This is an optimization exercise on Yosys and OpenROAD, whose aim is small area and a short achievable clock period, not a production implementation. Only the layout flow was run in this run; the RTL was not checked for function there. Power and IR drop assume default switching activity.

$ cat flow/design.v
module neuron_unit (
    input wire clk,
    input wire [31:0] inputs,
    input wire [31:0] weights,
    input wire [7:0] threshold,
    output reg out,
    output reg [5:0] popcount
);
    wire [31:0] x = ~(inputs ^ weights);
    wire [6:0] thr0 = {|threshold[7:6], threshold[5:0]};
    wire n1;
    wire n2;
    wire n3;
    wire n4;
    wire n5;
    wire n6;
    wire n7;
    wire n8;
    wire n9;
    wire n10;
    wire n11;
    wire n12;
    wire n13;
    wire n14;
    wire n15;
    wire n16;
    wire n17;
    wire n18;
    wire n19;
    wire n20;
    wire n21;
    wire n22;
    wire n23;
    wire n24;
    wire n25;
    wire n26;
    wire n27;
    wire n28;
    wire n29;
    wire n30;
    wire n31;
    wire n32;
    wire n33;
    wire n34;
    wire n35;
    wire n36;
    wire n37;
    wire n38;
    wire n39;
    wire n40;
    wire n41;
    wire n42;
    wire n43;
    wire n44;
    wire n45;
    wire n46;
    wire n47;
    wire n48;
    wire n49;
    wire n50;
    wire n51;
    wire n52;
    wire n53;
    wire n54;
    wire n55;
    wire n56;
    wire n57;
    wire n58;
    wire n59;
    wire n60;
    wire n61;
    wire n62;
    reg r0_n27;
    reg r0_n29;
    reg r0_n33;
    reg r0_n35;
    reg r0_n30;
    reg r0_n37;
    reg r0_n39;
    reg r0_n38;
    reg r0_n40;
    reg r0_n41;
    reg r0_n42;
    reg [6:0] r0_thr;
    fa_cell un1 (.a(x[0]), .b(x[10]), .c(x[11]), .s(n1), .co(n2));
    fa_cell un3 (.a(x[12]), .b(x[13]), .c(x[14]), .s(n3), .co(n4));
    fa_cell un5 (.a(x[15]), .b(x[16]), .c(x[17]), .s(n5), .co(n6));
    fa_cell un7 (.a(x[18]), .b(x[19]), .c(x[1]), .s(n7), .co(n8));
    fa_cell un9 (.a(x[20]), .b(x[21]), .c(x[22]), .s(n9), .co(n10));
    fa_cell un11 (.a(x[23]), .b(x[24]), .c(x[25]), .s(n11), .co(n12));
    fa_cell un13 (.a(x[26]), .b(x[27]), .c(x[28]), .s(n13), .co(n14));
    fa_cell un15 (.a(x[29]), .b(x[2]), .c(x[30]), .s(n15), .co(n16));
    fa_cell un17 (.a(x[31]), .b(x[3]), .c(x[4]), .s(n17), .co(n18));
    fa_cell un19 (.a(x[5]), .b(x[6]), .c(x[7]), .s(n19), .co(n20));
    fa_cell un21 (.a(x[8]), .b(x[9]), .c(n1), .s(n21), .co(n22));
    fa_cell un23 (.a(n11), .b(n13), .c(n15), .s(n23), .co(n24));
    fa_cell un25 (.a(n17), .b(n19), .c(n3), .s(n25), .co(n26));
    fa_cell un27 (.a(n5), .b(n7), .c(n9), .s(n27), .co(n28));
    fa_cell un29 (.a(n21), .b(n23), .c(n25), .s(n29), .co(n30));
    fa_cell un31 (.a(n10), .b(n12), .c(n14), .s(n31), .co(n32));
    fa_cell un33 (.a(n16), .b(n18), .c(n2), .s(n33), .co(n34));
    fa_cell un35 (.a(n20), .b(n4), .c(n6), .s(n35), .co(n36));
    fa_cell un37 (.a(n8), .b(n22), .c(n24), .s(n37), .co(n38));
    fa_cell un39 (.a(n26), .b(n28), .c(n31), .s(n39), .co(n40));
    fa_cell un41 (.a(n32), .b(n34), .c(n36), .s(n41), .co(n42));
    ha_cell un43 (.a(r0_n27), .b(r0_n29), .s(n43), .co(n44));
    fa_cell un45 (.a(r0_n30), .b(r0_n33), .c(r0_n35), .s(n45), .co(n46));
    fa_cell un47 (.a(r0_n37), .b(r0_n39), .c(n44), .s(n47), .co(n48));
    ha_cell un49 (.a(n45), .b(n47), .s(n49), .co(n50));
    fa_cell un51 (.a(r0_n38), .b(r0_n40), .c(r0_n41), .s(n51), .co(n52));
    fa_cell un53 (.a(n46), .b(n51), .c(n48), .s(n53), .co(n54));
    ha_cell un55 (.a(n50), .b(n53), .s(n55), .co(n56));
    fa_cell un57 (.a(r0_n42), .b(n52), .c(n54), .s(n57), .co(n58));
    ha_cell un59 (.a(n56), .b(n57), .s(n59), .co(n60));
    ha_cell un61 (.a(n58), .b(n60), .s(n61), .co(n62));
    always @(posedge clk) begin
        r0_n27 <= n27;
        r0_n29 <= n29;
        r0_n33 <= n33;
        r0_n35 <= n35;
        r0_n30 <= n30;
        r0_n37 <= n37;
        r0_n39 <= n39;
        r0_n38 <= n38;
        r0_n40 <= n40;
        r0_n41 <= n41;
        r0_n42 <= n42;
        r0_thr <= thr0;
    end
    wire [5:0] p = {n62, n61, n59, n55, n49, n43};
    wire fire = ~r0_thr[6] & (p >= r0_thr[5:0]);
    always @(posedge clk) begin
        out <= fire;
        popcount <= p;
    end
endmodule
module fa_cell (input wire a, input wire b, input wire c, output wire s, output wire co);
    assign s = a ^ b ^ c;
    assign co = (a & b) | (a & c) | (b & c);
endmodule
module maj_cell (input wire a, input wire b, input wire c, output wire y);
    assign y = (a & b) | (a & c) | (b & c);
endmodule
module ha_cell (input wire a, input wire b, output wire s, output wire co);
    assign s = a ^ b;
    assign co = a & b;
endmodule
module bnn_layer #(
    parameter N = 32,
    parameter NEURONS = 16
)(
    input wire clk,
    input wire rst,
    input wire valid_in,
    input wire [N-1:0] input_vector,
    input wire [NEURONS*N-1:0] weights_flat,
    input wire [8*NEURONS-1:0] thresholds_flat,
    output wire [NEURONS-1:0] output_vector,
    output wire valid_out,
    output wire [8*NEURONS-1:0] debug_popcounts
);
    genvar i;
    generate
        for (i = 0; i < NEURONS; i = i + 1) begin : neuron_array
            wire [5:0] pc;
            neuron_unit neuron_inst (
                .clk(clk),
                .inputs(input_vector),
                .weights(weights_flat[32*i +: 32]),
                .threshold(thresholds_flat[8*i +: 8]),
                .out(output_vector[i]),
                .popcount(pc)
            );
            assign debug_popcounts[8*i +: 8] = {2'b00, pc};
        end
    endgenerate
    reg [1:0] vld;
    always @(posedge clk or posedge rst) begin
        if (rst) vld <= 2'd0;
        else vld <= {vld[0:0], valid_in};
    end
    assign valid_out = vld[1];
endmodule
$ cat flow/flow/run.sh
#!/bin/bash
# Own layout flow: the standard flow (standard synthesis unchanged), with the
# port buffers made from the smallest buffer cell instead of the resizer's default.
set -euo pipefail
export BUFFER_PORTS_ARGS="-buffer_cell sky130_fd_sc_hd__buf_1"
export SETUP_SLACK_MARGIN=5.6
bash standard.sh finish > flow_standard.log 2>&1 || { tail -50 flow_standard.log; exit 1; }
tail -5 flow_standard.log
$ cat flow/standard.sh
#!/bin/bash
# synth_recipe.tcl (not shown) runs the flow's synth.tcl, then flattens the netlist and writes it again
# the make line also repeats each setting of config.mk as NAME=value (left out here)
make -C /OpenROAD-flow-scripts/flow DESIGN_CONFIG=/design/flow/config.mk WORK_HOME=/design/flow/orfs CLKGATE_MAP_FILE= SYNTH_SCRIPT=/design/flow/synth_recipe.tcl "${@:-finish}"
$ cat flow/config.mk
export PLATFORM = sky130hd
export DESIGN_NAME = bnn_layer
export DESIGN_NICKNAME = bnn_layer
export VERILOG_FILES = /design/flow/design.v
export SDC_FILE = /design/flow/constraint.sdc
export NUM_CORES = 4
export LEC_CHECK = 0
export CAP_MARGIN = 20
export CORE_AREA = 2 2 253 253
export DIE_AREA = 0 0 255 255
export SLEW_MARGIN = 20
export SYNTH_HIERARCHICAL = 1
export SYNTH_MINIMUM_KEEP_SIZE = 0
$ cat flow/constraint.sdc
create_clock -name core_clock -period 9.0 [get_ports {clk}]
set_input_delay 1.8000 -clock core_clock [delete_from_list [all_inputs] [get_ports {clk}]]
set_output_delay 1.8000 -clock core_clock [all_outputs]
set_load 0.01 [all_outputs]
==> run notes <==
## Yosys stat by module (local to each module, per instance)
module,area [um2],times used
neuron_unit,930,16
bnn_layer,298,1
fa_cell,20.0,416
ha_cell,12.5,80
## state kept, by name, summed over array words and instances (netlist names)
signal,count
vld,2
neuron_array.neuron_inst.r0_n29,16
neuron_array.neuron_inst.r0_n33,16
neuron_array.neuron_inst.r0_n40,16
neuron_array.neuron_inst.r0_n35,16
neuron_array.neuron_inst.out,16
neuron_array.neuron_inst.r0_thr,112
neuron_array.neuron_inst.popcount,96
neuron_array.neuron_inst.r0_n42,16
neuron_array.neuron_inst.r0_n38,16
neuron_array.neuron_inst.r0_n39,16
neuron_array.neuron_inst.r0_n37,16
neuron_array.neuron_inst.r0_n41,16
neuron_array.neuron_inst.r0_n27,16
neuron_array.neuron_inst.r0_n30,16
## per-layer routing
layer / share of wire (%) / track usage, % / vias to the layer above
met5: 0.081 / 0 / -
met4: 4.9 / 12.5 / 12
met3: 8.3 / 7.51 / 198
met2: 49 / 49.0 / 865
met1: 38 / 34.4 / 8640
li1: - / - / 7303
## cell usage after synthesis
library cell,instances
a211oi_1,32
a21o_1,16
a21oi_1,16
buf_4,32
conb_1,1
dfrtp_1,2
dfxtp_1,400
fa_1,416
ha_1,176
inv_1,97
o2111ai_1,16
or2_2,16
or3b_1,16
xnor2_1,512
## report_power, final
part / leakage [uW] / switching [uW] / internal [uW]
combinational: 0.00889 / 3600 / 3080
sequential: 0.00339 / 295 / 2560
clock: 0.000797 / 804 / 1260
total: 0.0131 / 4700 / 6900
## layout make-up
type | instances | area share [%]
well taps | 846 | 3.24
clock inverters | 16 | 0.820
multi-input cells | 1248 | 53.9
diodes | 19 | 0.146
flip-flops and latches | 402 | 24.7
repair buffers | 829 | 11.9
inverters | 97 | 1.11
clock buffers | 69 | 4.20
## metrics by stage
step                      hold slack [ns]  utilization, %  total power [uW]  area, um2  cells
after floorplan                     0.331               -              7110      25700   1779
after global placement              0.345            47.3              9200      29700   3395
after detailed placement            0.338            47.3              9390      29700   3395
after CTS                           0.361            50.7             11600      31800   3485
after global routing                0.370            52.0             12700      32600   3518
final                               0.371            52.1             11600      32700   3526
## final timing paths
path / slack, ns / to / start / cells past startpoint
worst min register to register: 0.37 / vld[1] / vld[0] / 0
max in group asynchronous: 7.83 / vld[1] / rst / 2
min in group asynchronous: 1.06 / vld[0] / rst / 2
worst max-delay path: 5.56 / neuron_array[4].neuron_inst.r0_n29 / input_vector[25] / 7
worst min-delay path: 0.37 / vld[1] / vld[0] / 0
worst max register to register: 5.88 / neuron_array[12].neuron_inst.out / neuron_array[12].neuron_inst.r0_n27 / 10
## worst max-delay path, stage by stage
cell     delay [ns]
buf_2          0.12
buf_12         0.17
buf_4          0.16
xnor2_2        0.13
fa_1           0.60
fa_1           0.46
fa_1           0.44
## cell families after synthesis
group	Yosys count
and+or+nand+nor	32
adders and majority gates	592
DFF	402
buffers and inverters	129
xor gates and xnor gates	512
other	1
AOI/OAI and AO/OA	80
## repair_timing
action,CTS,global route
setup endpoints to repair,148,35
hold buffers,0,0
resized for setup,83,90
pin swaps,0,41
gates cloned,0,6
buffers inserted,5,16
==> results.sh <==
export IMPL_n_fill_cell=5507
export IMPL_num_vias=17000
export IMPL_gp_congestion=0.910
export IMPL_ys_seq_area_share_pct=32.9
export IMPL_synth_xor_area_share_pct=18.3
export IMPL_rsz0062_at_grt="true"
export IMPL_drtIter0Drc=1078
export IMPL_wire_per_inst_um=27.8
export IMPL_core_um2=62700
export IMPL_htree_num_levels=2
export IMPL_synth_distinct_cells=14
export IMPL_clock_skew_ns=0.0207
export IMPL_slew_violations=0
export IMPL_p_leak_uw=0.0131
export IMPL_wl_mm=98.2
export IMPL_final_cell_mix="755 x buf_1, 400 x dfxtp_1, 397 x fa_1"
export IMPL_synthSimpleGateAreaFrac_pct=0.980
export IMPL_cap_violations=0
export IMPL_crit_path_end_kind="flop"
export IMPL_multi_input_area_um2=17600
export IMPL_synth_area_um2=24500
export IMPL_grt_usage_pct=28.8
export IMPL_fp_dieW_um=255
export IMPL_yosysTopAreaCell="fa_1"
export IMPL_vdd_drop_max_uv=346
export IMPL_dp_slack_ns=4.37
export IMPL_die_area_um2=65000
export IMPL_tns_ns=0
export IMPL_syn_instance_count=1748
export IMPL_clock_sinks=402
export IMPL_synth_compound_area_share_pct=2.37
export IMPL_synth_top_area_share_pct=34.0
export IMPL_critPathArrivalTime_ns=3.89
export IMPL_grt_pass1_vias=19400
export IMPL_ant_nets=0
export IMPL_synthToLayoutAreaGrowth_pct=33.3
export IMPL_cts_root_buffer_cell="clkbuf_16"
export IMPL_antenna_found_initial=20
export IMPL_cts_tree="done"
export IMPL_mostFrequentLayoutCell="buf_1"
export IMPL_yosys_area_share_adder_pct=43.0
export IMPL_hp_class="flop to flop"
export IMPL_ys_warn_count=8
export IMPL_nNetsFinal=3893
export IMPL_vias_per_cell=4.83
export IMPL_dpl_hpwl_mm=73.6
export IMPL_slew_headroom_pct=57.2
export IMPL_grt_overflow_total=0
export IMPL_drc_errors=0
export IMPL_clkLatencyLatePin_ns=0.57
export IMPL_setup_ws_ns=5.56
export IMPL_status="complete, no violations"
export IMPL_tightest_slew_ns=0.641
export IMPL_critPathLaunchType="input pin"
export IMPL_finalSetupViolCount=0
export IMPL_cts_buffer_depth=3
export IMPL_fmax_mhz=290
export IMPL_cp_data_required_time_ns=9.45
export IMPL_finalHoldViolCount=0
export IMPL_grt_pass1_wl_mm=130
export IMPL_crit_type="input pin to flop"
export IMPL_fin_crit_sh_pct=38.3
export IMPL_min_period_ns=3.44
export IMPL_cts_inserted_buffers=48
export IMPL_syn_area_per_cell_um2=14.0
export IMPL_first_pass_iters=5
export IMPL_num_rows=92
export IMPL_io_pins=820
export IMPL_die_h_um=255
export IMPL_regArea_um2=8060
export IMPL_start_util_pct=39.1
export IMPL_synth_top_family_by_area="adder cells"
export IMPL_ys_seq_elements=402
export IMPL_port_buffers=787
export IMPL_cp_max_fo=16
export IMPL_synthMuxAreaShare_pct=0
export IMPL_drive_above_1_share_pct=13.1
export IMPL_synth_area_leaders="fa_1 34%, dfxtp_1 33%, xnor2_1 18%"
export IMPL_grt_max_degree=17
export IMPL_cts_clk_slew_worst_paths_ns=0.06
export IMPL_p_per_area_nw_per_um2=355

==> what the ideal ports hide <==
The results above use ideal ports. As a check the final layout listed here was re-extracted and re-timed, cells and wires unchanged. Step 1: set_driving_cell puts a clkbuf_16 on clk and a buf_2 on each other input, an assumption about the parent block. Step 2 moves the port delays by t, midway between the first and last clock arrival at a register: inputs arrive t later, outputs are due t later. That takes back most of the time a late clock gives input paths. Slacks: ideal ports / drivers / drivers and shift; pairs: ideal ports / drivers.
t (ns): 0.634
setup slack, ns: 5.555 / 5.573 / 4.939
cell pins on the clock port's net: 1
After both steps this run still meets setup and hold. The setup slack of this run moves by +0.018 ns with the drivers and by -0.616 ns with both steps.
